Background: an optimization exercise with open tools, aiming at small area, a short achievable clock period and few clock cycles. Do not read the settings as production practice. Only simulation tests tie the RTL to the original design; equivalence was not proved.

===== flow/design.v =====
module divider10(
	input clk,
	input start,
	input [9:0] dividend,
	input [9:0] divider,
	output ready,
	output [9:0] quotient,
	output [9:0] remainder
);
reg [19:0] qr;
wire [10:0] diff;
assign remainder = qr[19:10];
assign quotient = qr[9:0];
reg [3:0] counter;
assign ready = (counter == 0);
reg [9:0] divider_r;
assign diff = qr[19:9] - {1'b0, divider_r};
always @(posedge clk) begin
		if(start) begin
			counter <= 10;
			qr <= {10'd0, dividend};
			divider_r <= divider;
		end else begin
			if(~ready) begin
				if(diff[10])
					qr <= {qr[18:0], 1'b0};
				else
					qr <= {diff[9:0], qr[8:0], 1'b1};
				counter <= counter - 1;
			end
		end
end
endmodule
module bresenham(
	input clk,
	input [10:0] x1,
	input [10:0] y1,
	input [10:0] x2,
	input [10:0] y2,
	input load,
	output ready,
	output reg [10:0] x,
	output reg [10:0] y,
	input next,
	output finished
);
wire quadrant_c;
wire [9:0] eps_dx_c;
wire [9:0] dy_c;
assign eps_dx_c = x2 - x1;
assign quadrant_c = y2 > y1;
assign dy_c = quadrant_c ? y2 - y1 : y1 - y2;
wire d_ready;
wire [9:0] qy;
wire [9:0] ry;  
assign ready = d_ready;
divider10 divider(
	.clk(clk),
	.start(load),
	.dividend(dy_c),
	.divider(eps_dx_c),
	.ready(d_ready),
	.quotient(qy),
	.remainder(ry)
);
reg quadrant;
reg [9:0] dx;  
reg [10:0] eps;
assign finished = x == x2;
wire [10:0] y_q;
wire eps_le;
assign y_q = quadrant ? y + qy : y - qy;
assign eps_le = eps <= {ry, 1'b0};
always @(posedge clk) begin
	if(load) begin
		eps <= eps_dx_c;
		dx <= eps_dx_c;
		quadrant <= quadrant_c;
		x <= x1;
		y <= y1;
	end else if(next & d_ready & ~finished) begin
		x <= x + 1;
		if(eps_le) begin
			if(quadrant)
				y <= y_q + 1;
			else
				y <= y_q - 1;
			eps <= eps + ({dx, 1'b0} - {ry, 1'b0});
		end else begin
			y <= y_q;
			eps <= eps - {ry, 1'b0};
		end
	end
end
endmodule
module triangle(
	input clk,
	input rst,
	input [10:0] xa,
	input [10:0] ya,
	input [10:0] ua,
	input [10:0] va,
	input [10:0] xb,
	input [10:0] yb,
	input [10:0] ub,
	input [10:0] vb,
	input [10:0] xc,
	input [10:0] yc,
	input [10:0] uc,
	input [10:0] vc,
	input load,
	output reg [10:0] x,
	output reg [10:0] y,
	output [10:0] u,
	output [10:0] v,
	input next,
	output reg ready,
	output reg finished
);
reg nextline;
wire readyAB;
wire readyAC;
wire readyBC;
wire finishedAB;
wire finishedAC;
wire finishedBC;
wire [10:0] xAB;
wire [10:0] xAC;
wire [10:0] xBC;
wire swapBC;
assign swapBC = yc < yb;
bresenham lineAB(
	.clk(clk),
	.x1(ya),
	.y1(xa),
	.x2(yb),
	.y2(xb),
	.load(load),
	.ready(readyAB),
	.x(),
	.y(xAB),
	.next(nextline),
	.finished(finishedAB)
);
bresenham lineAC(
	.clk(clk),
	.x1(ya),
	.y1(xa),
	.x2(yc),
	.y2(xc),
	.load(load),
	.ready(readyAC),
	.x(),
	.y(xAC),
	.next(nextline),
	.finished(finishedAC)
);
bresenham lineBC(
	.clk(clk),
	.x1(swapBC ? yc : yb),
	.y1(swapBC ? xc : xb),
	.x2(swapBC ? yb : yc),
	.y2(swapBC ? xb : xc),
	.load(load),
	.ready(readyBC),
	.x(),
	.y(xBC),
	.next(nextline & (finishedAB | finishedAC)),
	.finished(finishedBC)
);
wire [10:0] xmin;
wire [10:0] xmax;
assign xmin = finishedAB ? xBC : xAB;
assign xmax = (finishedAC & ~finishedAB)	 
	| (finishedAB & finishedBC)		 
	? xBC : xAC; 
wire readyuAB;
wire readyuAC;
wire readyuBC;
wire [10:0] uAB;
wire [10:0] uAC;
wire [10:0] uBC;
bresenham buAB(
	.clk(clk),
	.x1(ya),
	.y1(ua),
	.x2(yb),
	.y2(ub),
	.load(load),
	.ready(readyuAB),
	.x(),
	.y(uAB),
	.next(nextline),
	.finished()
);
bresenham buAC(
	.clk(clk),
	.x1(ya),
	.y1(ua),
	.x2(yc),
	.y2(uc),
	.load(load),
	.ready(readyuAC),
	.x(),
	.y(uAC),
	.next(nextline),
	.finished()
);
bresenham buBC(
	.clk(clk),
	.x1(swapBC ? yc : yb),
	.y1(swapBC ? uc : ub),
	.x2(swapBC ? yb : yc),
	.y2(swapBC ? ub : uc),
	.load(load),
	.ready(readyuBC),
	.x(),
	.y(uBC),
	.next(nextline & (finishedAB | finishedAC)),
	.finished()
);
wire [10:0] umin;
wire [10:0] umax;
assign umin = finishedAB ? uBC : uAB;
assign umax = (finishedAC & ~finishedAB) ? uBC : uAC;
wire readyvAB;
wire readyvAC;
wire readyvBC;
wire [10:0] vAB;
wire [10:0] vAC;
wire [10:0] vBC;
bresenham bvAB(
	.clk(clk),
	.x1(ya),
	.y1(va),
	.x2(yb),
	.y2(vb),
	.load(load),
	.ready(readyvAB),
	.x(),
	.y(vAB),
	.next(nextline),
	.finished()
);
bresenham bvAC(
	.clk(clk),
	.x1(ya),
	.y1(va),
	.x2(yc),
	.y2(vc),
	.load(load),
	.ready(readyvAC),
	.x(),
	.y(vAC),
	.next(nextline),
	.finished()
);
bresenham bvBC(
	.clk(clk),
	.x1(swapBC ? yc : yb),
	.y1(swapBC ? vc : vb),
	.x2(swapBC ? yb : yc),
	.y2(swapBC ? vb : vc),
	.load(load),
	.ready(readyvBC),
	.x(),
	.y(vBC),
	.next(nextline & (finishedAB | finishedAC)),
	.finished()
);
wire [10:0] vmin;
wire [10:0] vmax;
assign vmin = finishedAB ? vBC : vAB;
assign vmax = (finishedAC & ~finishedAB) ? vBC : vAC;
reg loadpixel;
reg nextpixel;
wire readybupixel;
bresenham bupixel(
	.clk(clk),
	.x1(xmin),
	.y1(umin),
	.x2(xmax),
	.y2(umax),
	.load(loadpixel),
	.ready(readybupixel),
	.x(),
	.y(u),
	.next(nextpixel),
	.finished()
);
wire readybvpixel;
bresenham bvpixel(
	.clk(clk),
	.x1(xmin),
	.y1(vmin),
	.x2(xmax),
	.y2(vmax),
	.load(loadpixel),
	.ready(readybvpixel),
	.x(),
	.y(v),
	.next(nextpixel),
	.finished()
);
reg [3:0] state;
reg [3:0] next_state;
parameter IDLE = 0, INITWAIT = 1, START_DRAWH = 2, UVWAIT = 3, DRAWH = 4;
reg [10:0] x_next;
reg [10:0] y_next;
always @(posedge clk or posedge rst) begin
	if(rst) begin
		state <= IDLE;
		x <= 0;
		y <= 0;
	end else begin
		state <= next_state;
		x <= x_next;
		y <= y_next;
	end
end
always @(*) begin
	next_state = IDLE;
	x_next = x;
	y_next = y;
	finished = 1'b0;
	ready = 1'b0;
	nextline = 1'b0;
	loadpixel = 1'b0;
	nextpixel = 1'b0;
	case(state)
		IDLE: begin
			finished = 1'b1;
			ready = 1'b0;
			x_next = xa;
			y_next = ya;
			if(load)
				next_state = INITWAIT;
			else
				next_state = IDLE;
		end
		INITWAIT: begin
			if(readyAB & readyAC & readyBC
			 & readyuAB & readyuAC & readyuBC
			 & readyvAB & readyvAC & readyvBC)
				next_state = START_DRAWH;
			else
				next_state = INITWAIT;
		end
		START_DRAWH: begin
			x_next = xmin;
			loadpixel = 1'b1;
			next_state = UVWAIT;
		end
		UVWAIT: begin
			if(readybupixel & readybvpixel)
				next_state = DRAWH;
			else
				next_state = UVWAIT;
		end
		DRAWH: begin
			ready = 1'b1;
			if(next) begin
				nextpixel = 1'b1;
				if(x == xmax) begin
					if(finishedAB & finishedAC & finishedBC)
						next_state = IDLE;
					else begin
						y_next = y + 1;
						nextline = 1'b1;
						next_state = START_DRAWH;
					end
				end else begin
					x_next = x + 1;
					next_state = DRAWH;
				end
			end else begin
				next_state = DRAWH;
			end
		end
	endcase
end
endmodule
module triangleany(
	input clk,
	input rst,
	input [10:0] xa,
	input [10:0] ya,
	input [10:0] ua,
	input [10:0] va,
	input [10:0] xb,
	input [10:0] yb,
	input [10:0] ub,
	input [10:0] vb,
	input [10:0] xc,
	input [10:0] yc,
	input [10:0] uc,
	input [10:0] vc,
	input load,
	output [10:0] x,
	output [10:0] y,
	output [10:0] u,
	output [10:0] v,
	input next,
	output ready,
	output finished
);
reg [3:0] state;
reg [3:0] next_state;
parameter IDLERUN = 0, CHOOSEA = 1, CHOOSEBC = 2, START= 3;
reg [10:0] xA;
reg [10:0] yA;
reg [10:0] uA;
reg [10:0] vA;
reg [10:0] xB;
reg [10:0] yB;
reg [10:0] uB;
reg [10:0] vB;
reg [10:0] xC;
reg [10:0] yC;
reg [10:0] uC;
reg [10:0] vC;
reg loadall;
reg swapAB;
reg swapAC;
reg swapBC;
reg triangleload;
wire triangleready;
wire trianglefinished;
triangle dut(
	.clk(clk),
	.rst(rst),
	.xa(xA),
	.ya(yA),
	.ua(uA),
	.va(vA),
	.xb(xB),
	.yb(yB),
	.ub(uB),
	.vb(vB),
	.xc(xC),
	.yc(yC),
	.uc(uC),
	.vc(vC),
	.load(triangleload),
	.x(x),
	.y(y),
	.u(u),
	.v(v),
	.next(next),
	.ready(triangleready),
	.finished(trianglefinished)
);
always @(posedge clk or posedge rst) begin
	if(rst) begin
		state <= IDLERUN;
		xA <= 0;
		yA <= 0;
		uA <= 0;
		vA <= 0;
		xB <= 0;
		yB <= 0;
		uB <= 0;
		vB <= 0;
		xC <= 0;
		yC <= 0;
		uC <= 0;
		vC <= 0;
	end else begin
		state <= next_state;
		if(loadall) begin
			xA <= xa;
			yA <= ya;
			uA <= ua;
			vA <= va;
			xB <= xb;
			yB <= yb;
			uB <= ub;
			vB <= vb;
			xC <= xc;
			yC <= yc;
			uC <= uc;
			vC <= vc;
		end else begin
			if(swapAB) begin
				xA <= xB;
				yA <= yB;
				uA <= uB;
				vA <= vB;
				xB <= xA;
				yB <= yA;
				uB <= uA;
				vB <= vA;
			end else if(swapAC) begin
				xA <= xC;
				yA <= yC;
				uA <= uC;
				vA <= vC;
				xC <= xA;
				yC <= yA;
				uC <= uA;
				vC <= vA;
			end else if(swapBC) begin
				xB <= xC;
				yB <= yC;
				uB <= uC;
				vB <= vC;
				xC <= xB;
				yC <= yB;
				uC <= uB;
				vC <= vB;
			end
		end
	end
end
assign ready = (state == IDLERUN) & triangleready;
assign finished = (state == IDLERUN) & trianglefinished;
always @(*) begin
	next_state = IDLERUN;
	triangleload = 1'b0;
	loadall = 1'b0;
	swapAB = 1'b0;
	swapAC = 1'b0;
	swapBC = 1'b0;
	case(state)
		IDLERUN: begin
			if(load) begin
				loadall = 1'b1;
				next_state = CHOOSEA;
			end else
				next_state = IDLERUN;
		end
		CHOOSEA: begin
			swapAB = (yB < yA) & (yB < yC);
			swapAC = (yC < yA) & (yC < yB);
			next_state = CHOOSEBC;
		end
		CHOOSEBC: begin
			swapBC = (xC < xB);
			next_state = START;
		end
		START: begin
			triangleload = 1'b1;
			next_state = IDLERUN;
		end
	endcase
end
endmodule
module fetchmesh(
	input clk,
	input rst,
	output [31:0] mwb_adr_o,
	output reg mwb_stb_o,
	input mwb_ack_i,
	input [31:0] mwb_dat_i,
	input [29:0] meshaddr,		 
	input [6:0] mesh_count_x,	 
	input [10:0] mesh_size_x,	 
	input [6:0] mesh_count_y,	 
	input [10:0] mesh_size_y,	 
	input start,
	output reg finished,
	output [10:0] td_xa,
	output [10:0] td_ya,
	output [10:0] ts_xa,
	output [10:0] ts_ya,
	output [10:0] td_xb,
	output [10:0] td_yb,
	output [10:0] ts_xb,
	output [10:0] ts_yb,
	output [10:0] td_xc,
	output [10:0] td_yc,
	output [10:0] ts_xc,
	output [10:0] ts_yc,
	output reg t_load,
	input t_finished
);
reg [29:0] adr_w;
assign mwb_adr_o = {adr_w, 2'b00};
reg [6:0] remain_meshx;
reg reset_remain_meshx;
reg dec_remain_meshx;
reg [6:0] remain_meshy;
reg reset_remain_meshy;
reg dec_remain_meshy;
reg reset_meshix;
reg inc_meshix;
reg dec_meshix;
reg reset_meshiy;
reg inc_meshiy;
reg dec_meshiy;
reg [10:0] dst_topleftx;
reg [10:0] dst_toplefty;
reg [10:0] dst_toprightx;
reg [10:0] dst_toprighty;
reg [10:0] dst_bottomleftx;
reg [10:0] dst_bottomlefty;
reg [10:0] dst_bottomrightx;
reg [10:0] dst_bottomrighty;
reg shiftright;
reg loaddst_topleft;
reg loaddst_topright;
reg loaddst_bottomleft;
reg loaddst_bottomright;
reg [10:0] src_topleftx;
reg [10:0] src_toplefty;
reg [10:0] src_toprightx;
reg [10:0] src_toprighty;
reg [10:0] src_bottomleftx;
reg [10:0] src_bottomlefty;
reg [10:0] src_bottomrightx;
reg [10:0] src_bottomrighty;
reg reset_srcx;
reg inc_srcx;
reg reset_srcy;
reg inc_srcy;
reg bottom_triangle;
reg [2:0] state;
reg [2:0] next_state;
parameter IDLE = 0, FETCH_TOPLEFT = 1, FETCH_BOTTOMLEFT = 2, FETCH_TOPRIGHT = 3, FETCH_BOTTOMRIGHT = 4,
	LOAD_TRIANGLE = 5, LOAD_TRIANGLE_BOTTOM = 6, NEXT_SQUARE = 7;
always @(posedge clk or posedge rst) begin
	if(rst) begin
		state <= IDLE;
		remain_meshx <= 0;
		remain_meshy <= 0;
		adr_w <= 0;
		dst_topleftx <= 0;
		dst_toplefty <= 0;
		dst_toprightx <= 0;
		dst_toprighty <= 0;
		dst_bottomleftx <= 0;
		dst_bottomlefty <= 0;
		dst_bottomrightx <= 0;
		dst_bottomrighty <= 0;
		src_topleftx <= 0;
		src_toplefty <= 0;
		src_toprightx <= 0;
		src_toprighty <= 0;
		src_bottomleftx <= 0;
		src_bottomlefty <= 0;
		src_bottomrightx <= 0;
		src_bottomrighty <= 0;
	end else begin
		state <= next_state;
		if(reset_remain_meshx)
			remain_meshx <= mesh_count_x;
		else if(dec_remain_meshx)
			remain_meshx <= remain_meshx - 1;
		if(reset_remain_meshy)
			remain_meshy <= mesh_count_y;
		else if(dec_remain_meshy)
			remain_meshy <= remain_meshy - 1;
		if(reset_meshix)
			adr_w[6:0] <= meshaddr[6:0];
		else if(inc_meshix)
			adr_w[6:0] <= adr_w[6:0] + 1;
		else if(dec_meshix)
			adr_w[6:0] <= adr_w[6:0] - 1;
		if(reset_meshiy)
			adr_w[29:7] <= meshaddr[29:7];
		else if(inc_meshiy)
			adr_w[29:7] <= adr_w[29:7] + 1;
		else if(dec_meshiy)
			adr_w[29:7] <= adr_w[29:7] - 1;
		if(shiftright) begin
			dst_topleftx <= dst_toprightx;
			dst_toplefty <= dst_toprighty;
			dst_bottomleftx <= dst_bottomrightx;
			dst_bottomlefty <= dst_bottomrighty;
		end else begin
			if(loaddst_topleft) begin
				dst_topleftx <= mwb_dat_i[10:0];
				dst_toplefty <= mwb_dat_i[26:16];
			end
			if(loaddst_bottomleft) begin
				dst_bottomleftx <= mwb_dat_i[10:0];
				dst_bottomlefty <= mwb_dat_i[26:16];
			end
		end
		if(loaddst_topright) begin
			dst_toprightx <= mwb_dat_i[10:0];
			dst_toprighty <= mwb_dat_i[26:16];
		end
		if(loaddst_bottomright) begin
			dst_bottomrightx <= mwb_dat_i[10:0];
			dst_bottomrighty <= mwb_dat_i[26:16];
		end
		if(reset_srcx) begin
			src_topleftx <= 0;
			src_toprightx <= mesh_size_x;
			src_bottomleftx <= 0;
			src_bottomrightx <= mesh_size_x;
		end else if(inc_srcx) begin
			src_topleftx <= src_topleftx + mesh_size_x;
			src_toprightx <= src_toprightx + mesh_size_x;
			src_bottomleftx <= src_bottomleftx + mesh_size_x;
			src_bottomrightx <= src_bottomrightx + mesh_size_x;
		end
		if(reset_srcy) begin
			src_toplefty <= 0;
			src_toprighty <= 0;
			src_bottomlefty <= mesh_size_y;
			src_bottomrighty <= mesh_size_y;
		end else if(inc_srcy) begin
			src_toplefty <= src_toplefty + mesh_size_y;
			src_toprighty <= src_toprighty + mesh_size_y;
			src_bottomlefty <= src_bottomlefty + mesh_size_y;
			src_bottomrighty <= src_bottomrighty + mesh_size_y;
		end
	end
end
assign td_xa = bottom_triangle ? dst_bottomrightx : dst_topleftx;
assign td_ya = bottom_triangle ? dst_bottomrighty : dst_toplefty;
assign ts_xa = bottom_triangle ? src_bottomrightx : src_topleftx;
assign ts_ya = bottom_triangle ? src_bottomrighty : src_toplefty;
assign td_xb = dst_bottomleftx;
assign td_yb = dst_bottomlefty;
assign ts_xb = src_bottomleftx;
assign ts_yb = src_bottomlefty;
assign td_xc = dst_toprightx;
assign td_yc = dst_toprighty;
assign ts_xc = src_toprightx;
assign ts_yc = src_toprighty;
always @(*) begin
	next_state = IDLE;
	finished = 0;
	reset_remain_meshx = 0;
	dec_remain_meshx = 0;
	reset_remain_meshy = 0;
	dec_remain_meshy = 0;
	reset_meshix = 0;
	inc_meshix = 0;
	dec_meshix = 0;
	reset_meshiy = 0;
	inc_meshiy = 0;
	dec_meshiy = 0;
	mwb_stb_o = 0;
	shiftright = 0;
	loaddst_topleft = 0;
	loaddst_topright = 0;
	loaddst_bottomleft = 0;
	loaddst_bottomright = 0;
	t_load = 0;
	reset_srcx = 0;
	inc_srcx = 0;
	reset_srcy = 0;
	inc_srcy = 0;
	bottom_triangle = 1'b0;
	case(state)
		IDLE: begin
			finished = 1;
			reset_meshix = 1;
			reset_remain_meshx = 1;
			reset_meshiy = 1;
			reset_remain_meshy = 1;
			reset_srcx = 1;
			reset_srcy = 1;
			if(start)
				next_state = FETCH_TOPLEFT;
			else
				next_state = IDLE;
		end
		FETCH_TOPLEFT: begin
			mwb_stb_o = 1;
			loaddst_topleft = 1;
			if(mwb_ack_i) begin
				inc_meshiy = 1;
				next_state = FETCH_BOTTOMLEFT;
			end else
				next_state = FETCH_TOPLEFT;
		end
		FETCH_BOTTOMLEFT: begin
			mwb_stb_o = 1;
			loaddst_bottomleft = 1;
			if(mwb_ack_i) begin
				inc_meshix = 1;
				dec_meshiy = 1;
				next_state = FETCH_TOPRIGHT;
			end else
				next_state = FETCH_BOTTOMLEFT;
		end
		FETCH_TOPRIGHT: begin
			mwb_stb_o = 1;
			loaddst_topright = 1;
			if(mwb_ack_i) begin
				inc_meshiy = 1;
				next_state = FETCH_BOTTOMRIGHT;
			end else
				next_state = FETCH_TOPRIGHT;
		end
		FETCH_BOTTOMRIGHT: begin
			mwb_stb_o = 1;
			loaddst_bottomright = 1;
			if(mwb_ack_i) begin
				dec_meshiy = 1;
				next_state = LOAD_TRIANGLE;
			end else
				next_state = FETCH_BOTTOMRIGHT;
		end
		LOAD_TRIANGLE: begin
			bottom_triangle = 0;
			if(t_finished) begin
				t_load = 1;
				next_state = LOAD_TRIANGLE_BOTTOM;
			end else
				next_state = LOAD_TRIANGLE;
		end
		LOAD_TRIANGLE_BOTTOM: begin
			bottom_triangle = 1;
			if(t_finished) begin
				t_load = 1;
				next_state = NEXT_SQUARE;
			end else
				next_state = LOAD_TRIANGLE_BOTTOM;
		end
		NEXT_SQUARE: begin
			if(remain_meshx == 0) begin
				reset_srcx = 1;
				inc_srcy = 1;
				dec_remain_meshy = 1;
				reset_meshix = 1;
				reset_remain_meshx = 1;
				inc_meshiy = 1;
				if(remain_meshy == 0)
					next_state = IDLE;
				else
					next_state = FETCH_TOPLEFT;
			end else begin
				shiftright = 1;
				inc_srcx = 1;
				inc_meshix = 1;
				dec_remain_meshx = 1;
				next_state = FETCH_TOPRIGHT;
			end
		end
	endcase
end
endmodule
module boundarycheck(
	input clk,
	input rst,
	input [10:0] hres,
	input [10:0] vres,
	input [10:0] td_x,
	input [10:0] td_y,
	input [10:0] ts_x,
	input [10:0] ts_y,
	input t_ready,
	output t_next,
	output reg [10:0] td_x_checked,
	output reg [10:0] td_y_checked,
	output reg [10:0] ts_x_checked,
	output reg [10:0] ts_y_checked,
	output reg bc_ready,
	input bc_next
);
wire passed;
assign passed = (td_x < hres) & (td_y < vres) & (ts_x < hres) & (ts_y < vres);
assign t_next = ~passed | (~bc_ready | bc_next);
always @(posedge rst or posedge clk) begin
	if(rst) begin
		td_x_checked <= 0;
		td_y_checked <= 0;
		ts_x_checked <= 0;
		ts_y_checked <= 0;
		bc_ready <= 0;
	end else begin
		if(passed & t_ready & (~bc_ready | bc_next)) begin
			td_x_checked <= td_x;
			td_y_checked <= td_y;
			ts_x_checked <= ts_x;
			ts_y_checked <= ts_y;
			bc_ready <= 1;
		end else
			if(bc_next) bc_ready <= 0;
	end
end
endmodule
module pixeladdresses(
	input clk,
	input rst,
	input [10:0] hres,
	input [29:0] inaddr,
	input [29:0] outaddr,
	input [10:0] td_x,
	input [10:0] td_y,
	input [10:0] ts_x,
	input [10:0] ts_y,
	input t_ready,
	output t_next,
	output reg [29:0] s_addr,
	output reg [29:0] d_addr,
	output reg pa_ready,
	input pa_next
);
assign t_next = ~pa_ready | pa_next;
always @(posedge clk or posedge rst) begin
	if(rst) begin
		s_addr <= 0;
		d_addr <= 0;
		pa_ready <= 0;
	end else begin
		if(t_ready & (~pa_ready | pa_next)) begin
			s_addr <= inaddr + hres*ts_y + ts_x;
			d_addr <= outaddr + hres*td_y + td_x;
			pa_ready <= 1;
		end else if(pa_next)
			if(pa_next) pa_ready <= 0;
	end
end
endmodule
module fetchsource(
	input clk,
	input rst,
	input [29:0] s_addr,
	output reg [23:0] s_data,
	input pa_ready,
	output pa_next,
	output [31:0] mwb_adr_o,
	output mwb_stb_o,
	input mwb_ack_i,
	input [31:0] mwb_dat_i,
	input [29:0] d_addr,
	output reg [29:0] d_addr2,
	output reg fs_ready,
	input fs_next
);
assign pa_next = fs_next & mwb_ack_i;
assign mwb_adr_o = {s_addr, 2'b00};
assign mwb_stb_o = pa_ready & ~fs_ready;
always @(posedge clk or posedge rst) begin
	if(rst) begin
		s_data <= 0;
		fs_ready <= 0;
		d_addr2 <= 0;
	end else begin
		if(fs_next) begin
			if(pa_ready & mwb_ack_i) begin
				s_data <= mwb_dat_i[23:0];
				d_addr2 <= d_addr;
				fs_ready <= 1;
			end else
				fs_ready <= 0;
		end
	end
end
endmodule
module decay(
	input clk,
	input rst,
	input [7:0] decay,  
	input fs_ready,
	output fs_next,
	input [23:0] s_data,
	output reg [23:0] d_data,
	output reg d_ready,
	input d_next,
	input [29:0] d_addr,
	output reg [29:0] d_addr2
);
assign fs_next = ~d_ready | d_next;
wire [15:0] decay1;
wire [15:0] decay2;
wire [15:0] decay3;
assign decay1 = s_data[23:16] * decay;
assign decay2 = s_data[15:8]  * decay;
assign decay3 = s_data[7:0]   * decay;
always @(posedge clk or posedge rst) begin
	if(rst) begin
		d_data <= 0;
		d_ready <= 0;
		d_addr2 <= 0;
	end else begin
		if(fs_ready & (~d_ready | d_next)) begin
			d_data <= decay == 8'hff ? s_data : {decay1[15:8], decay2[15:8], decay3[15:8]};
			d_addr2 <= d_addr;
			d_ready <= 1;
		end else
			if(d_next) d_ready <= 0;
	end
end
endmodule
module writedest(
	input clk,
	input rst,
	input [29:0] d_addr,
	input [23:0] d_data,
	input d_ready,
	output d_next,
	output reg [31:0] mwb_adr_o,
	output reg mwb_stb_o,  
	input mwb_ack_i,
	output reg [31:0] mwb_dat_o,
	output [3:0] mwb_sel_o
);
assign mwb_sel_o = 4'b0111;
assign d_next = ~mwb_stb_o | mwb_ack_i;
always @(posedge clk or posedge rst) begin
	if(rst) begin
		mwb_adr_o <= 0;
		mwb_stb_o <= 0;
		mwb_dat_o <= 0;
	end else begin
		if(mwb_ack_i) begin
			if(d_ready) begin
				mwb_adr_o <= {d_addr, 2'b00};
				mwb_dat_o <= {8'h00, d_data};
				mwb_stb_o <= 1;
			end else
				mwb_stb_o <= 0;
		end else begin
			if(d_ready & ~mwb_stb_o) begin
				mwb_adr_o <= {d_addr, 2'b00};
				mwb_dat_o <= {8'h00, d_data};
				mwb_stb_o <= 1;
			end
		end
	end
end
endmodule
module roundrobin3(clk, rst, req, gnt);
input		clk;
input		rst;
input	[2:0]	req;		 
output	[2:0]	gnt; 		 
parameter	[2:0]
                grant0 = 3'b001,
                grant1 = 3'b010,
                grant2 = 3'b100;
reg [2:0]	state, next_state;
assign	gnt = state;
always@(posedge clk or posedge rst)
	if(rst)		state <= grant0;
	else		state <= next_state;
always @(*) begin
	next_state = state;	 
	case(state)
	   grant0:
		if(!req[0])
		   begin
			if(req[1])	next_state = grant1;
			else
			if(req[2])	next_state = grant2;
		   end
	   grant1:
		if(!req[1])
		   begin
			if(req[2])	next_state = grant2;
			else
			if(req[0])	next_state = grant0;
		   end
	   grant2:
		if(!req[2])
		   begin
			if(req[0])	next_state = grant0;
			else
			if(req[1])	next_state = grant1;
		   end
	endcase
end
endmodule
module arbiter3(
	input wb_clk_i,
	input wb_rst_i,
	output [31:0] mwb_adr_o,
	output mwb_stb_o,
	output mwb_we_o,
	input mwb_ack_i,
	output [31:0] mwb_dat_o,
	input [31:0] mwb_dat_i,
	output [3:0] mwb_sel_o,
	input [31:0] s0wb_adr_i,
	input s0wb_stb_i,
	input s0wb_we_i,
	output s0wb_ack_o,
	input [31:0] s0wb_dat_i,
	output [31:0] s0wb_dat_o,
	input [3:0] s0wb_sel_i,
	input [31:0] s1wb_adr_i,
	input s1wb_stb_i,
	input s1wb_we_i,
	output s1wb_ack_o,
	input [31:0] s1wb_dat_i,
	output [31:0] s1wb_dat_o,
	input [3:0] s1wb_sel_i,
	input [31:0] s2wb_adr_i,
	input s2wb_stb_i,
	input s2wb_we_i,
	output s2wb_ack_o,
	input [31:0] s2wb_dat_i,
	output [31:0] s2wb_dat_o,
	input [3:0] s2wb_sel_i
);
wire [2:0] gnt;
roundrobin3 roundrobin3(
	.clk(wb_clk_i),
	.rst(wb_rst_i),
	.req({s2wb_stb_i, s1wb_stb_i, s0wb_stb_i}),
	.gnt(gnt)
);
assign mwb_adr_o = ({32{gnt[2]}} & s2wb_adr_i)|({32{gnt[1]}} & s1wb_adr_i)|({32{gnt[0]}} & s0wb_adr_i);
assign mwb_stb_o = (gnt[2] & s2wb_stb_i)|(gnt[1] & s1wb_stb_i)|(gnt[0] & s0wb_stb_i);
assign mwb_we_o = (gnt[2] & s2wb_we_i)|(gnt[1] & s1wb_we_i)|(gnt[0] & s0wb_we_i);
assign mwb_dat_o = ({32{gnt[2]}} & s2wb_dat_i)|({32{gnt[1]}} & s1wb_dat_i)|({32{gnt[0]}} & s0wb_dat_i);
assign mwb_sel_o = ({4{gnt[2]}} & s2wb_sel_i)|({4{gnt[1]}} & s1wb_sel_i)|({4{gnt[0]}} & s0wb_sel_i);
assign s2wb_ack_o = gnt[2] & mwb_ack_i;
assign s2wb_dat_o = mwb_dat_i;
assign s1wb_ack_o = gnt[1] & mwb_ack_i;
assign s1wb_dat_o = mwb_dat_i;
assign s0wb_ack_o = gnt[0] & mwb_ack_i;
assign s0wb_dat_o = mwb_dat_i;
endmodule
module warpreg(
	input wb_clk_i,
	input wb_rst_i,
	input [31:0] wb_adr_i,
	input wb_cyc_i,
	input wb_stb_i,
	input wb_we_i,
	output wb_ack_o,
	output reg [31:0] wb_dat_o,
	input [31:0] wb_dat_i,
	output enabled_write,		 
	input enabled_read,		 
	output reg [10:0] hres,		 
	output reg [10:0] vres,		 
	output reg [29:0] inaddr,	 
	output reg [29:0] outaddr,	 
	output reg [7:0] decay,		 
	output reg [6:0] meshcountx,	 
	output reg [10:0] meshsizex,	 
	output reg [6:0] meshcounty,	 
	output reg [10:0] meshsizey,	 
	output reg [29:0] meshaddr	 
);
always @(posedge wb_clk_i or posedge wb_rst_i) begin
	if(wb_rst_i) begin
		hres <= 640;
		vres <= 480;
		inaddr <= 0;
		outaddr <= 0;
		decay <= 8'h80;
		meshcountx <= 22;
		meshsizex <= 26;
		meshcounty <= 16;
		meshsizey <= 26;
		meshaddr <= 0;
	end else begin
		if(wb_cyc_i & wb_stb_i & wb_we_i) begin
			case(wb_adr_i[5:2])
				4'h1: hres <= wb_dat_i[10:0];
				4'h2: vres <= wb_dat_i[10:0];
				4'h3: inaddr <= wb_dat_i[31:2];
				4'h4: outaddr <= wb_dat_i[31:2];
				4'h5: decay <= wb_dat_i[7:0];
				4'h6: meshcountx <= wb_dat_i[6:0];
				4'h7: meshsizex <= wb_dat_i[10:0];
				4'h8: meshcounty <= wb_dat_i[6:0];
				4'h9: meshsizey <= wb_dat_i[10:0];
				4'ha: meshaddr <= wb_dat_i[31:2];
			endcase
		end
	end
end
assign enabled_write = wb_cyc_i & wb_stb_i & wb_we_i & (wb_adr_i[5:2] == 4'h0) & wb_dat_i[0];
assign wb_ack_o = wb_cyc_i & wb_stb_i;
always @(*) begin
	case(wb_adr_i[5:2])
		4'h0: wb_dat_o = enabled_read;
		4'h1: wb_dat_o = hres;
		4'h2: wb_dat_o = vres;
		4'h3: wb_dat_o = {inaddr, 2'b00};
		4'h4: wb_dat_o = {outaddr, 2'b00};
		4'h5: wb_dat_o = decay;
		4'h6: wb_dat_o = meshcountx;
		4'h7: wb_dat_o = meshsizex;
		4'h8: wb_dat_o = meshcounty;
		4'h9: wb_dat_o = meshsizey;
		4'ha: wb_dat_o = {meshaddr, 2'b00};
		default: wb_dat_o = 32'h00000000;
	endcase
end
endmodule
module warp(
	input wb_clk_i,
	input wb_rst_i,
	output [31:0] mwb_adr_o,
	output mwb_stb_o,
	output mwb_we_o,
	input mwb_ack_i,
	output [31:0] mwb_dat_o,
	input [31:0] mwb_dat_i,
	output [3:0] mwb_sel_o,
	input [31:0] wb_adr_i,
	input wb_cyc_i,
	input wb_stb_i,
	input wb_we_i,
	output wb_ack_o,
	output [31:0] wb_dat_o,
	input [31:0] wb_dat_i
);
wire enabled_read;
wire enabled_write;
wire [10:0] hres;
wire [10:0] vres;
wire [29:0] inaddr;
wire [29:0] outaddr;
wire [7:0] decay;
wire [6:0] meshcountx;
wire [10:0] meshsizex;
wire [6:0] meshcounty;
wire [10:0] meshsizey;
wire [29:0] meshaddr;
warpreg warpreg(
	.wb_clk_i(wb_clk_i),
	.wb_rst_i(wb_rst_i),
	.wb_adr_i(wb_adr_i),
	.wb_cyc_i(wb_cyc_i),
	.wb_stb_i(wb_stb_i),
	.wb_we_i(wb_we_i),
	.wb_ack_o(wb_ack_o),
	.wb_dat_o(wb_dat_o),
	.wb_dat_i(wb_dat_i),
	.enabled_write(enabled_write),
	.enabled_read(enabled_read),
	.hres(hres),
	.vres(vres),
	.inaddr(inaddr),
	.outaddr(outaddr),
	.decay(decay),
	.meshcountx(meshcountx),
	.meshsizex(meshsizex),
	.meshcounty(meshcounty),
	.meshsizey(meshsizey),
	.meshaddr(meshaddr)
);
wire [31:0] fm_mwb_adr_o;
wire fm_mwb_stb_o;
wire fm_mwb_ack_i;
wire [31:0] fm_mwb_dat_i;
wire [31:0] fs_mwb_adr_o;
wire fs_mwb_stb_o;
wire fs_mwb_ack_i;
wire [31:0] fs_mwb_dat_i;
wire [31:0] w_mwb_adr_o;
wire w_mwb_stb_o;
wire w_mwb_ack_i;
wire [31:0] w_mwb_dat_o;
wire [3:0] w_mwb_sel_o;
arbiter3 arbiter3(
	.wb_clk_i(wb_clk_i),
	.wb_rst_i(wb_rst_i),
	.mwb_adr_o(mwb_adr_o),
	.mwb_stb_o(mwb_stb_o),
	.mwb_we_o(mwb_we_o),
	.mwb_ack_i(mwb_ack_i),
	.mwb_dat_o(mwb_dat_o),
	.mwb_dat_i(mwb_dat_i),
	.mwb_sel_o(mwb_sel_o),
	.s0wb_adr_i(fm_mwb_adr_o),
	.s0wb_stb_i(fm_mwb_stb_o),
	.s0wb_we_i(0),
	.s0wb_ack_o(fm_mwb_ack_i),
	.s0wb_dat_i(32'h00000000),
	.s0wb_dat_o(fm_mwb_dat_i),
	.s0wb_sel_i(4'b1111),
	.s1wb_adr_i(fs_mwb_adr_o),
	.s1wb_stb_i(fs_mwb_stb_o),
	.s1wb_we_i(0),
	.s1wb_ack_o(fs_mwb_ack_i),
	.s1wb_dat_i(32'h00000000),
	.s1wb_dat_o(fs_mwb_dat_i),
	.s1wb_sel_i(4'b1111),
	.s2wb_adr_i(w_mwb_adr_o),
	.s2wb_stb_i(w_mwb_stb_o),
	.s2wb_we_i(w_mwb_stb_o),
	.s2wb_ack_o(w_mwb_ack_i),
	.s2wb_dat_i(w_mwb_dat_o),
	.s2wb_dat_o(),
	.s2wb_sel_i(w_mwb_sel_o)
);
wire fm_finished;
wire [10:0] td_xa;
wire [10:0] td_ya;
wire [10:0] ts_xa;
wire [10:0] ts_ya;
wire [10:0] td_xb;
wire [10:0] td_yb;
wire [10:0] ts_xb;
wire [10:0] ts_yb;
wire [10:0] td_xc;
wire [10:0] td_yc;
wire [10:0] ts_xc;
wire [10:0] ts_yc;
wire t_load;
wire t_finished;
fetchmesh fetchmesh(
	.clk(wb_clk_i),
	.rst(wb_rst_i),
	.mwb_adr_o(fm_mwb_adr_o),
	.mwb_stb_o(fm_mwb_stb_o),
	.mwb_ack_i(fm_mwb_ack_i),
	.mwb_dat_i(fm_mwb_dat_i),
	.meshaddr(meshaddr),
	.mesh_count_x(meshcountx),
	.mesh_size_x(meshsizex),
	.mesh_count_y(meshcounty),
	.mesh_size_y(meshsizey),
	.start(enabled_write),
	.finished(fm_finished),
	.td_xa(td_xa),
	.td_ya(td_ya),
	.ts_xa(ts_xa),
	.ts_ya(ts_ya),
	.td_xb(td_xb),
	.td_yb(td_yb),
	.ts_xb(ts_xb),
	.ts_yb(ts_yb),
	.td_xc(td_xc),
	.td_yc(td_yc),
	.ts_xc(ts_xc),
	.ts_yc(ts_yc),
	.t_load(t_load),
	.t_finished(t_finished)
);
wire [10:0] td_x;
wire [10:0] td_y;
wire [10:0] ts_x;
wire [10:0] ts_y;
wire t_next;
wire t_ready;
triangleany triangleany(
	.clk(wb_clk_i),
	.rst(wb_rst_i),
	.xa(td_xa),
	.ya(td_ya),
	.ua(ts_xa),
	.va(ts_ya),
	.xb(td_xb),
	.yb(td_yb),
	.ub(ts_xb),
	.vb(ts_yb),
	.xc(td_xc),
	.yc(td_yc),
	.uc(ts_xc),
	.vc(ts_yc),
	.load(t_load),
	.x(td_x),
	.y(td_y),
	.u(ts_x),
	.v(ts_y),
	.next(t_next),
	.ready(t_ready),
	.finished(t_finished)
);
wire [10:0] td_x_checked;
wire [10:0] td_y_checked;
wire [10:0] ts_x_checked;
wire [10:0] ts_y_checked;
wire bc_ready;
wire bc_next;
boundarycheck boundarycheck(
	.clk(wb_clk_i),
	.rst(wb_rst_i),
	.hres(hres),
	.vres(vres),
	.td_x(td_x),
	.td_y(td_y),
	.ts_x(ts_x),
	.ts_y(ts_y),
	.t_ready(t_ready),
	.t_next(t_next),
	.td_x_checked(td_x_checked),
	.td_y_checked(td_y_checked),
	.ts_x_checked(ts_x_checked),
	.ts_y_checked(ts_y_checked),
	.bc_ready(bc_ready),
	.bc_next(bc_next)
);
wire [29:0] s_addr;
wire [29:0] d_addr;
wire pa_ready;
wire pa_next;
pixeladdresses pixeladdresses(
	.clk(wb_clk_i),
	.rst(wb_rst_i),
	.hres(hres),
	.inaddr(inaddr),
	.outaddr(outaddr),
	.td_x(td_x_checked),
	.td_y(td_y_checked),
	.ts_x(ts_x_checked),
	.ts_y(ts_y_checked),
	.t_ready(bc_ready),
	.t_next(bc_next),
	.s_addr(s_addr),
	.d_addr(d_addr),
	.pa_ready(pa_ready),
	.pa_next(pa_next)
);
wire [23:0] s_data;
wire [29:0] d_addr2;
wire fs_ready;
wire fs_next;
fetchsource fetchsource(
	.clk(wb_clk_i),
	.rst(wb_rst_i),
	.s_addr(s_addr),
	.s_data(s_data),
	.pa_ready(pa_ready),
	.pa_next(pa_next),
	.mwb_adr_o(fs_mwb_adr_o),
	.mwb_stb_o(fs_mwb_stb_o),
	.mwb_ack_i(fs_mwb_ack_i),
	.mwb_dat_i(fs_mwb_dat_i),
	.d_addr(d_addr),
	.d_addr2(d_addr2),
	.fs_ready(fs_ready),
	.fs_next(fs_next)
);
wire d_ready;
wire d_next;
wire [23:0] d_data;
wire [29:0] d_addr3;
decay decayunit(
	.clk(wb_clk_i),
	.rst(wb_rst_i),
	.decay(decay),
	.fs_ready(fs_ready),
	.fs_next(fs_next),
	.s_data(s_data),
	.d_data(d_data),
	.d_ready(d_ready),
	.d_next(d_next),
	.d_addr(d_addr2),
	.d_addr2(d_addr3)
);
writedest writedest(
	.clk(wb_clk_i),
	.rst(wb_rst_i),
	.d_addr(d_addr3),
	.d_data(d_data),
	.d_ready(d_ready),
	.d_next(d_next),
	.mwb_adr_o(w_mwb_adr_o),
	.mwb_stb_o(w_mwb_stb_o),
	.mwb_ack_i(w_mwb_ack_i),
	.mwb_dat_o(w_mwb_dat_o),
	.mwb_sel_o(w_mwb_sel_o)
);
assign enabled_read = ~fm_finished | ~t_finished | bc_ready | pa_ready | fs_ready | d_ready | w_mwb_stb_o;
endmodule

===== flow/config.mk =====
export PLATFORM = sky130hd
export DESIGN_NAME = warp
export DESIGN_NICKNAME = warp
export VERILOG_FILES = /design/flow/design.v
export SDC_FILE = /design/flow/constraint.sdc
export NUM_CORES = 4
export LEC_CHECK = 0
export CAP_MARGIN = 20
export CORE_MARGIN = 2
export CORE_UTILIZATION = 40
export SLEW_MARGIN = 20

===== flow/constraint.sdc =====
create_clock -name core_clock -period 10.0 [get_ports {wb_clk_i}]
set_input_delay 2.0000 -clock core_clock [delete_from_list [all_inputs] [get_ports {wb_clk_i}]]
set_output_delay 2.0000 -clock core_clock [all_outputs]
set_load 0.01 [all_outputs]

===== flow/run.sh =====
#!/bin/bash
# synth_recipe.tcl (not shown) runs the flow's synth.tcl, then flattens the netlist and writes it again
# the make line also repeats each setting of config.mk as NAME=value (left out here)
make -C /OpenROAD-flow-scripts/flow DESIGN_CONFIG=/design/flow/config.mk WORK_HOME=/design/flow/orfs CLKGATE_MAP_FILE= SYNTH_SCRIPT=/design/flow/synth_recipe.tcl finish

==> impl_metrics.toml <==
[global_route]
grt_antenna_before_repair = 21
grt_max_degree = 165
grt_overflow_total = 0
grt_pass1_wl_um = 594000
grt_pass1_vias = 98400
grt_usage = 0.236

[synth]
synthFlopType = "dfrtp_1"
synth_area_leaders = "dfrtp_1 (16%), ha_1 (12%), edfxtp_1 (12%), fa_1 (7.4%), xnor2_1 (5.0%)"
ys_types = 109
synthCells = 14300
synth_top_cell_area_share = 0.156
yosysMostFrequentCell = "inv_1"
synth_warnings = 14
async_flop_share = 0.548
yosys.area.top_type = "dfrtp_1"
syn_avg_cell_area_um2 = 8.90
yosysSeqAreaShare = 0.306
syn-cell-area_um2 = 127000
synthTopCellsByCount = "inv_1 (1591), nand2_1 (1239), ha_1 (1226)"
ys_seq_elements = 1483
synth-edff-count = 506

[clock_tree]
h-tree-depth = 4
post_cts_buffers = 0
cts_sinks = 1483
root_buffer = "clkbuf_16"
cts-buffers-inserted = 187
post_cts_resized = 0
cts_hold_buf = 0
cts_buffer_depth = 4
clkLatencyLatePin_ns = 0.91
cts_tree = "yes"
cts.reportedPaths.clkPinSlew_ns = 0.06

[route]
firstDrtPassIters = 8
postRouteAntennaNets = 0
dr_total_vias = 101000
post_drt_wl_per_cell_um = 20.9
route.detailed.drc = 0
viasPerCell = 5.48
finalWirelength_um = 386000
drt-initial-drc-count = 8276

[cells_and_area]
fin_util = 0.442
nets = 15900
finish.instance_area_um2 = 140000
drive_gt1_frac = 0.0714
final_cells = 18500
ff_latch_area_um2 = 38800
multi_input_area_um2 = 80100
nFillCells = 30900
area_delta_synth_final_pct = 9.84

[place]
dp_slack_ns = 1.33
placed_area_um2 = 133000
gp_congestion = 0.929
dp.cells = 18100
hpwlAfterDp_um = 292000
port_buffers = 161

[timing]
relSlewSlack = 0.197
hold_viol_final = 0
fin_ws_ns = 1.31
layout_min_cycle_time_ns = 8.69
rsz0062_at_grt = "false"
fmax_mhz = 115
finalClockSkew_ns = 0.0763
slew_viol_final = 0
finalCritPeriodShare = 0.869
setup_viol = 0
tightest_slew_ns = 1.19

[worst_setup_path]
start_kind = "flip-flop"
crit_slowest_cell = "dfrtp_1"
cp.required_ns = 10.80
cp-end-kind = "flip-flop"
slowest_delay_ns = 0.92
path_class = "flip-flop to flip-flop"
critPathMaxFanout = 17
cp_data_arrival_time_ns = 9.49

[die]
fp-row-count = 206
coreArea_um2 = 315000
ios = 205
die_h_um = 568
start_util = 0.403
dieArea_um2 = 322000
die_w_um = 568

[run_status]
status = "finished clean"

[job]
drv_cap = 0

[min_path]
hold_path.class = "flip-flop to flip-flop"
path summary, 6_finish.rpt:
kind | from | to | slack, ns | cells past startpoint
max | warpreg.hres[2] | pixeladdresses.s_addr[28] | 1.31 | 31
min | fetchsource.d_addr2[14] | decayunit.d_addr2[14] | 0.46 | 2
max reg2reg | warpreg.hres[2] | pixeladdresses.s_addr[28] | 1.31 | 31
min reg2reg | fetchsource.d_addr2[14] | decayunit.d_addr2[14] | 0.46 | 2
max in group asynchronous | wb_rst_i | pixeladdresses.d_addr[9] | 6.85 | 4
min in group asynchronous | wb_rst_i | fetchsource.s_data[8] | 1.38 | 2
worst max-delay path, delay by kind of cell, from the launching register on:
kind,cells,cell delay [ns]
mux,1,0.26
simple gates,3,0.51
buf+inv,5,0.59
fa+ha+maj,8,3.54
flops,1,0.92
compound gates,12,2.20
xor+xnor,2,0.52
logic make-up (layout without fill, tap and decap cells):
family / after synthesis / after routing / synth area share
compound gates: 3556 / 3556 / 0.171
xor+xnor: 1134 / 1134 / 0.0782
fa+ha+maj: 1708 / 1708 / 0.196
buf+inv: 2286 / 2277 / 0.0684
flops: 1483 / 1483 / 0.306
mux: 686 / 686 / 0.0581
other cells: 1 / 19 / 0.0000295
simple gates: 3427 / 3427 / 0.123
cell type report:
class	count	share of cell area
Clock buffer	252	0.0381
Timing Repair Buffer	339	0.0221
Sequential cell	1483	0.278
Inverter	1596	0.0430
Multi-Input combinational cell	10500	0.574
Clock inverter	90	0.00721
Tap cell	4160	0.0373
Antenna cell	9	0.000161
registers in the layout, indices dropped and copies added, names as in the netlist, 24 cells and up:
register / flops
fetchsource.s_data: 24
fetchmesh.adr_w: 30
warpreg.meshaddr: 30
decayunit.d_addr2: 30
fetchsource.d_addr2: 30
pixeladdresses.d_addr: 30
warpreg.inaddr: 30
writedest.mwb_adr_o: 30
decayunit.d_data: 24
warpreg.outaddr: 30
writedest.mwb_dat_o: 24
pixeladdresses.s_addr: 30
metal layers:
| metal | GRT usage | part of all wire | vias up |
|---|---|---|---|
| li1 | - | - | 48500 |
| met1 | 0.339 | 0.46 | 49100 |
| met2 | 0.362 | 0.43 | 2972 |
| met3 | 0.0361 | 0.072 | 525 |
| met4 | 0.0706 | 0.031 | 10 |
| met5 | 0 | 0.00017 | - |
layout by cell type (no fill, tap or decap), types with 130 or more instances in the layout:
cell	count
clkbuf_16	191
edfxtp_1	506
buf_4	166
clkdlybuf4s50_1	161
nand2_1	1231
a21oi_1	1183
mux2_2	395
nor3_1	171
o21bai_1	205
mux2i_1	287
a21o_1	341
nand2b_1	130
xnor2_1	709
dfrtp_1	793
xor2_1	413
o21ai_0	937
fa_1	471
nor2_1	975
nand3_1	155
nor2b_1	132
dfxtp_1	165
and2_1	324
a211oi_1	161
ha_1	1225
inv_1	1590
metrics by stage:
stage | setup TNS (ns) | hold WS [ns]
2_1_floorplan | -2488.31 | 0.433
3_3_place_gp | 0 | 0.447
3_5_place_dp | 0 | 0.452
4_1_cts | 0 | 0.463
5_1_grt | 0 | 0.487
6_report | 0 | 0.463
Testbench counts, summed over its fixed seeds: cycles 3,692,021.

==> re-timing with driven ports <==
The results above use ideal ports. As a check the final layout listed here was re-extracted and re-timed, cells and wires unchanged.
Step 1, drivers: a clkbuf_16 drives wb_clk_i and a buf_2 each remaining input, both assumed.
Step 2 also shifts input and output timing later by t, the mid clock arrival at the registers, as if the neighbouring blocks saw the same clock.
Three values: ideal, step 1, step 2; two values: the first two.
t (ns): 0.980
slack for setup (ns): 1.307 / 1.307 / 1.307
hold WS [ns]: 0.463 / 0.463 / 0.463
latest minus earliest clock arrival (ns): 0.081 / 0.081
worst register clock-pin slew, ns: 0.07 / 0.07
After both steps this run still meets setup and hold. The setup slack of this run moves by 0.000 ns with the drivers and by 0.000 ns with both steps.
